This design comes from an exercise in tuning for small area, a short achievable clock period and few clock cycles on the open sky130 flow, not from production work.
At most, simulation tests tie the RTL to the original design; equivalence was not proved.

==> flow/design.v <==
`timescale 1ns / 1ps
`default_nettype none
module blur_unit #(
    parameter W = 16,
    parameter FREE = 0
) (
    input wire clk_in,
    input wire rst_in,
    input wire in_v,
    input wire [7:0] in_d,
    input wire [2*$clog2(W)-1:0] in_addr,  
    output logic out_v,
    output logic [7:0] out_d,
    output logic [2*$clog2(W)-1:0] out_addr,
    output logic sub_v  
);
    localparam XW = $clog2(W);
    wire [XW-1:0] ix = in_addr[XW-1:0];
    wire [XW-1:0] iy = in_addr[2*XW-1:XW];
    logic [XW-1:0] fx;
    logic flushing;
    wire tok = in_v | flushing;
    logic [7:0] lb1 [0:W-1];
    logic [7:0] lb2 [0:W-2];
    logic [9:0] p;
    always_ff @(posedge clk_in) begin
        if (FREE || tok) begin
            lb1[0] <= in_d;
            lb2[0] <= (iy == 0) ? in_d : lb1[W-1];
            for (int k = 1; k < W; k++) lb1[k] <= lb1[k-1];
            for (int k = 1; k < W-1; k++) lb2[k] <= lb2[k-1];
            p <= {2'b00, lb2[W-2]} + {1'b0, lb1[W-2], 1'b0};
        end
    end
    wire [7:0] mid = lb1[W-1];
    wire [7:0] bot = flushing ? mid : in_d;
    wire [9:0] v = p + {2'b00, bot};
    wire vtok = (in_v && iy != 0) || flushing;
    wire [XW-1:0] vx = flushing ? fx : ix;
    wire vx0 = vx == 0;
    wire vxl = vx == W-1;
    always_ff @(posedge clk_in) begin
        if (rst_in) begin
            fx <= 0;
            flushing <= 0;
        end else begin
            if (in_v && ix == W-1 && iy == W-1) flushing <= 1;
            if (flushing) begin
                fx <= fx + 1'b1;
                if (fx == W-1) flushing <= 0;
            end
        end
    end
    logic [9:0] ha, hb;
    logic pend;
    wire [9:0] t3 = pend ? hb : p;
    wire [7:0] t4 = pend ? 8'd0 : bot;
    wire [11:0] hsum = {2'b00, ha} + {1'b0, hb, 1'b0} + {2'b00, t3} + {4'b0000, t4};
    wire htok = (vtok && !vx0) || pend;
    wire [2*XW-1:0] next_addr = out_addr + out_v;
    always_ff @(posedge clk_in) begin
        if (FREE || vtok) begin
            ha <= vx0 ? v : hb;
            hb <= v;
        end
        out_d <= hsum[11:4];
        if (rst_in) begin
            pend <= 0;
            out_v <= 0;
            sub_v <= 0;
            out_addr <= 0;
        end else begin
            pend <= vtok && vxl;
            out_v <= htok;
            sub_v <= htok && !next_addr[0] && !next_addr[XW];
            out_addr <= next_addr;
        end
    end
endmodule
`default_nettype wire
`timescale 1ns / 1ps
`default_nettype none
module gaussian_pyramid #(
                    parameter BIT_DEPTH = 8,
                    parameter TOP_WIDTH = 16,
                    parameter TOP_HEIGHT = 16
                    ) (
                    input wire clk_in,
                    input wire rst_in,
                    output logic [$clog2(TOP_WIDTH * TOP_HEIGHT)-1:0] ext_read_addr,
                    output logic ext_read_addr_valid,
                    input wire [BIT_DEPTH-1:0] ext_pixel_in,
                    output logic [$clog2(TOP_WIDTH * TOP_HEIGHT)-1:0] O1L1_write_addr,
                    output logic O1L1_write_valid,
                    output logic [BIT_DEPTH-1:0] O1L1_pixel_out,
                    output logic [$clog2(TOP_WIDTH * TOP_HEIGHT)-1:0] O1L2_write_addr,
                    output logic O1L2_write_valid,
                    output logic [BIT_DEPTH-1:0] O1L2_pixel_out,
                    output logic [$clog2(TOP_WIDTH * TOP_HEIGHT)-1:0] O1L3_write_addr,
                    output logic O1L3_write_valid,
                    output logic [BIT_DEPTH-1:0] O1L3_pixel_out,
                    output logic [$clog2(TOP_WIDTH / 2 * TOP_HEIGHT / 2)-1:0] O2L1_write_addr,
                    output logic O2L1_write_valid,
                    output logic [BIT_DEPTH-1:0] O2L1_pixel_out,
                    output logic [$clog2(TOP_WIDTH / 2 * TOP_HEIGHT / 2)-1:0] O2L2_write_addr,
                    output logic O2L2_write_valid,
                    output logic [BIT_DEPTH-1:0] O2L2_pixel_out,
                    output logic [$clog2(TOP_WIDTH / 2 * TOP_HEIGHT / 2)-1:0] O2L3_write_addr,
                    output logic O2L3_write_valid,
                    output logic [BIT_DEPTH-1:0] O2L3_pixel_out,
                    output logic [$clog2(TOP_WIDTH / 4 * TOP_HEIGHT / 4)-1:0] O3L1_write_addr,
                    output logic O3L1_write_valid,
                    output logic [BIT_DEPTH-1:0] O3L1_pixel_out,
                    output logic [$clog2(TOP_WIDTH / 4 * TOP_HEIGHT / 4)-1:0] O3L2_write_addr,
                    output logic O3L2_write_valid,
                    output logic [BIT_DEPTH-1:0] O3L2_pixel_out,
                    output logic [$clog2(TOP_WIDTH / 4 * TOP_HEIGHT / 4)-1:0] O3L3_write_addr,
                    output logic O3L3_write_valid,
                    output logic [BIT_DEPTH-1:0] O3L3_pixel_out,
                    input wire start_in,
                    output logic pyramid_done
                    );
    logic rd_v1, rd_v2;
    always_ff @(posedge clk_in) begin
        if (rst_in) begin
            ext_read_addr_valid <= 0;
            ext_read_addr <= 0;
            rd_v1 <= 0;
            rd_v2 <= 0;
            O1L1_write_valid <= 0;
            O1L1_write_addr <= 0;
        end else begin
            if (start_in) ext_read_addr_valid <= 1;
            else if (ext_read_addr == 8'hff) ext_read_addr_valid <= 0;
            ext_read_addr <= ext_read_addr + ext_read_addr_valid;
            rd_v1 <= ext_read_addr_valid;
            rd_v2 <= rd_v1;
            O1L1_write_valid <= rd_v2;
            O1L1_write_addr <= O1L1_write_addr + O1L1_write_valid;
        end
        O1L1_pixel_out <= ext_pixel_in;
    end
    logic o1_sub, o1l2_sub, o2_sub, o2l2_sub, o3l2_sub, o3l3_sub;
    blur_unit #(.W(16), .FREE(1)) b1 (
        .clk_in(clk_in), .rst_in(rst_in),
        .in_v(O1L1_write_valid), .in_d(O1L1_pixel_out), .in_addr(O1L1_write_addr),
        .out_v(O1L2_write_valid), .out_d(O1L2_pixel_out), .out_addr(O1L2_write_addr),
        .sub_v(o1l2_sub));
    blur_unit #(.W(16), .FREE(1)) b2 (
        .clk_in(clk_in), .rst_in(rst_in),
        .in_v(O1L2_write_valid), .in_d(O1L2_pixel_out), .in_addr(O1L2_write_addr),
        .out_v(O1L3_write_valid), .out_d(O1L3_pixel_out), .out_addr(O1L3_write_addr),
        .sub_v(o1_sub));
    assign O2L1_write_valid = o1_sub;
    assign O2L1_pixel_out = O1L3_pixel_out;
    assign O2L1_write_addr = {O1L3_write_addr[7:5], O1L3_write_addr[3:1]};
    blur_unit #(.W(8), .FREE(0)) b3 (
        .clk_in(clk_in), .rst_in(rst_in),
        .in_v(o1_sub), .in_d(O1L3_pixel_out), .in_addr(O2L1_write_addr),
        .out_v(O2L2_write_valid), .out_d(O2L2_pixel_out), .out_addr(O2L2_write_addr),
        .sub_v(o2l2_sub));
    blur_unit #(.W(8), .FREE(0)) b4 (
        .clk_in(clk_in), .rst_in(rst_in),
        .in_v(O2L2_write_valid), .in_d(O2L2_pixel_out), .in_addr(O2L2_write_addr),
        .out_v(O2L3_write_valid), .out_d(O2L3_pixel_out), .out_addr(O2L3_write_addr),
        .sub_v(o2_sub));
    assign O3L1_write_valid = o2_sub;
    assign O3L1_pixel_out = O2L3_pixel_out;
    assign O3L1_write_addr = {O2L3_write_addr[5:4], O2L3_write_addr[2:1]};
    blur_unit #(.W(4), .FREE(0)) b5 (
        .clk_in(clk_in), .rst_in(rst_in),
        .in_v(o2_sub), .in_d(O2L3_pixel_out), .in_addr(O3L1_write_addr),
        .out_v(O3L2_write_valid), .out_d(O3L2_pixel_out), .out_addr(O3L2_write_addr),
        .sub_v(o3l2_sub));
    blur_unit #(.W(4), .FREE(0)) b6 (
        .clk_in(clk_in), .rst_in(rst_in),
        .in_v(O3L2_write_valid), .in_d(O3L2_pixel_out), .in_addr(O3L2_write_addr),
        .out_v(O3L3_write_valid), .out_d(O3L3_pixel_out), .out_addr(O3L3_write_addr),
        .sub_v(o3l3_sub));
    always_ff @(posedge clk_in) begin
        if (rst_in) pyramid_done <= 0;
        else pyramid_done <= O3L3_write_valid && O3L3_write_addr == 4'hf;
    end
endmodule
`default_nettype wire
export LEC_CHECK = 0
export CAP_MARGIN = 20
export CORE_MARGIN = 2
export CORE_UTILIZATION = 60
export SLEW_MARGIN = 20
export SYNTH_MEMORY_MAX_BITS = 16384
create_clock -name core_clock -period 10.0 [get_ports {clk_in}]
standard.sh (not shown) runs the stock make flow with config.mk's settings and CLKGATE_MAP_FILE= SYNTH_SCRIPT=/design/flow/synth_recipe.tcl, a recipe that flattens the netlist after the stock synthesis.
==> flow/flow/run.sh <==
#!/bin/bash
set -euo pipefail
bash standard.sh SETUP_SLACK_MARGIN=6.75 BUFFER_PORTS_ARGS=-buffer_cell\ sky130_fd_sc_hd__buf_2 CTS_ARGS=-sink_clustering_enable\ -repair_clock_nets\ -dont_use_dummy_load\ -sink_clustering_size\ 30\ -sink_clustering_max_diameter\ 60 finish > standard_flow.log 2>&1
The first run finished clean.
Next try:
--- a/flow/design.v
+++ b/flow/design.v
@@ -19,60 +19,65 @@
     wire [XW-1:0] iy = in_addr[2*XW-1:XW];
     logic [XW-1:0] fx;
     logic flushing;
     wire tok = in_v | flushing;
     logic [7:0] lb1 [0:W-1];
-    logic [7:0] lb2 [0:W-2];
-    logic [9:0] p;
+    logic [7:0] lb2 [0:W-1];
     always_ff @(posedge clk_in) begin
         if (FREE || tok) begin
             lb1[0] <= in_d;
             lb2[0] <= (iy == 0) ? in_d : lb1[W-1];
-            for (int k = 1; k < W; k++) lb1[k] <= lb1[k-1];
-            for (int k = 1; k < W-1; k++) lb2[k] <= lb2[k-1];
-            p <= {2'b00, lb2[W-2]} + {1'b0, lb1[W-2], 1'b0};
+            for (int k = 1; k < W; k++) begin
+                lb1[k] <= lb1[k-1];
+                lb2[k] <= lb2[k-1];
+            end
         end
     end
     wire [7:0] mid = lb1[W-1];
+    wire [7:0] top = lb2[W-1];
     wire [7:0] bot = flushing ? mid : in_d;
-    wire [9:0] v = p + {2'b00, bot};
+    wire [9:0] vsum = {2'b00, top} + {1'b0, mid, 1'b0} + {2'b00, bot};
     wire vtok = (in_v && iy != 0) || flushing;
-    wire [XW-1:0] vx = flushing ? fx : ix;
-    wire vx0 = vx == 0;
-    wire vxl = vx == W-1;
+    wire [XW-1:0] vxn = flushing ? fx : ix;
+    logic [9:0] vr;
+    logic vv, vx0, vxl;
     always_ff @(posedge clk_in) begin
+        vr <= vsum;
+        vx0 <= vxn == 0;
+        vxl <= vxn == W-1;
         if (rst_in) begin
             fx <= 0;
             flushing <= 0;
+            vv <= 0;
         end else begin
+            vv <= vtok;
             if (in_v && ix == W-1 && iy == W-1) flushing <= 1;
             if (flushing) begin
                 fx <= fx + 1'b1;
                 if (fx == W-1) flushing <= 0;
             end
         end
     end
     logic [9:0] ha, hb;
     logic pend;
-    wire [9:0] t3 = pend ? hb : p;
-    wire [7:0] t4 = pend ? 8'd0 : bot;
-    wire [11:0] hsum = {2'b00, ha} + {1'b0, hb, 1'b0} + {2'b00, t3} + {4'b0000, t4};
-    wire htok = (vtok && !vx0) || pend;
+    wire [9:0] tc = pend ? hb : vr;
+    wire [11:0] hsum = {2'b00, ha} + {1'b0, hb, 1'b0} + {2'b00, tc};
+    wire htok = (vv && !vx0) || pend;
     wire [2*XW-1:0] next_addr = out_addr + out_v;
     always_ff @(posedge clk_in) begin
-        if (FREE || vtok) begin
-            ha <= vx0 ? v : hb;
-            hb <= v;
+        if (FREE || vv) begin
+            ha <= vx0 ? vr : hb;
+            hb <= vr;
         end
         out_d <= hsum[11:4];
         if (rst_in) begin
             pend <= 0;
             out_v <= 0;
             sub_v <= 0;
             out_addr <= 0;
         end else begin
-            pend <= vtok && vxl;
+            pend <= vv && vxl;
             out_v <= htok;
             sub_v <= htok && !next_addr[0] && !next_addr[XW];
             out_addr <= next_addr;
         end
     end
=> Wire length falls by 15%; sequential share of layout area climbs by 7.0 points; design area decreases by 6.4%; first-iteration DRC count is lower by 1.1%; via count goes down by 13%; die area is lower by 3.7%; core utilization goes down by 1.7 points.
Testbench counts after the change, summed over its fixed seeds: cycles 7,392.
Only the layout flow was run in the first run of this note; the RTL was not checked for function there.

static timing again, ports no longer ideal:
The results above use ideal ports. As a check the final layouts listed here were re-extracted and re-timed, cells and wires unchanged.
Step 1: set_driving_cell puts a clkbuf_16 on clk_in and a buf_2 on each other input, an assumption about the parent block.
Step 2 adds t to the input delays and takes it off the output delays; t is the mean of the earliest and latest rising clock arrival at the registers after step 1. Input paths then give back, and output paths get back, about the clock's delay inside the block.
a / b / c = no drivers / after step 1 / after step 2; a / b = the first two.
run | shift t [ns] | slack for setup (ns) | worst setup path at the end | worst register clock-pin slew, ns | worst data-port slew with drivers (ns)
the first run | 0.662 | 6.526 / 6.526 / 6.363 | input to register | 0.10 / 0.10 | 0.03
the second run | 0.656 | 6.812 / 6.749 / 6.476 | input to register | 0.10 / 0.10 | 0.03
After both steps setup and hold are still met in every run listed. For the second run, which loses most, drivers alone change the setup slack by -0.063 ns; drivers and shift together by -0.336 ns.
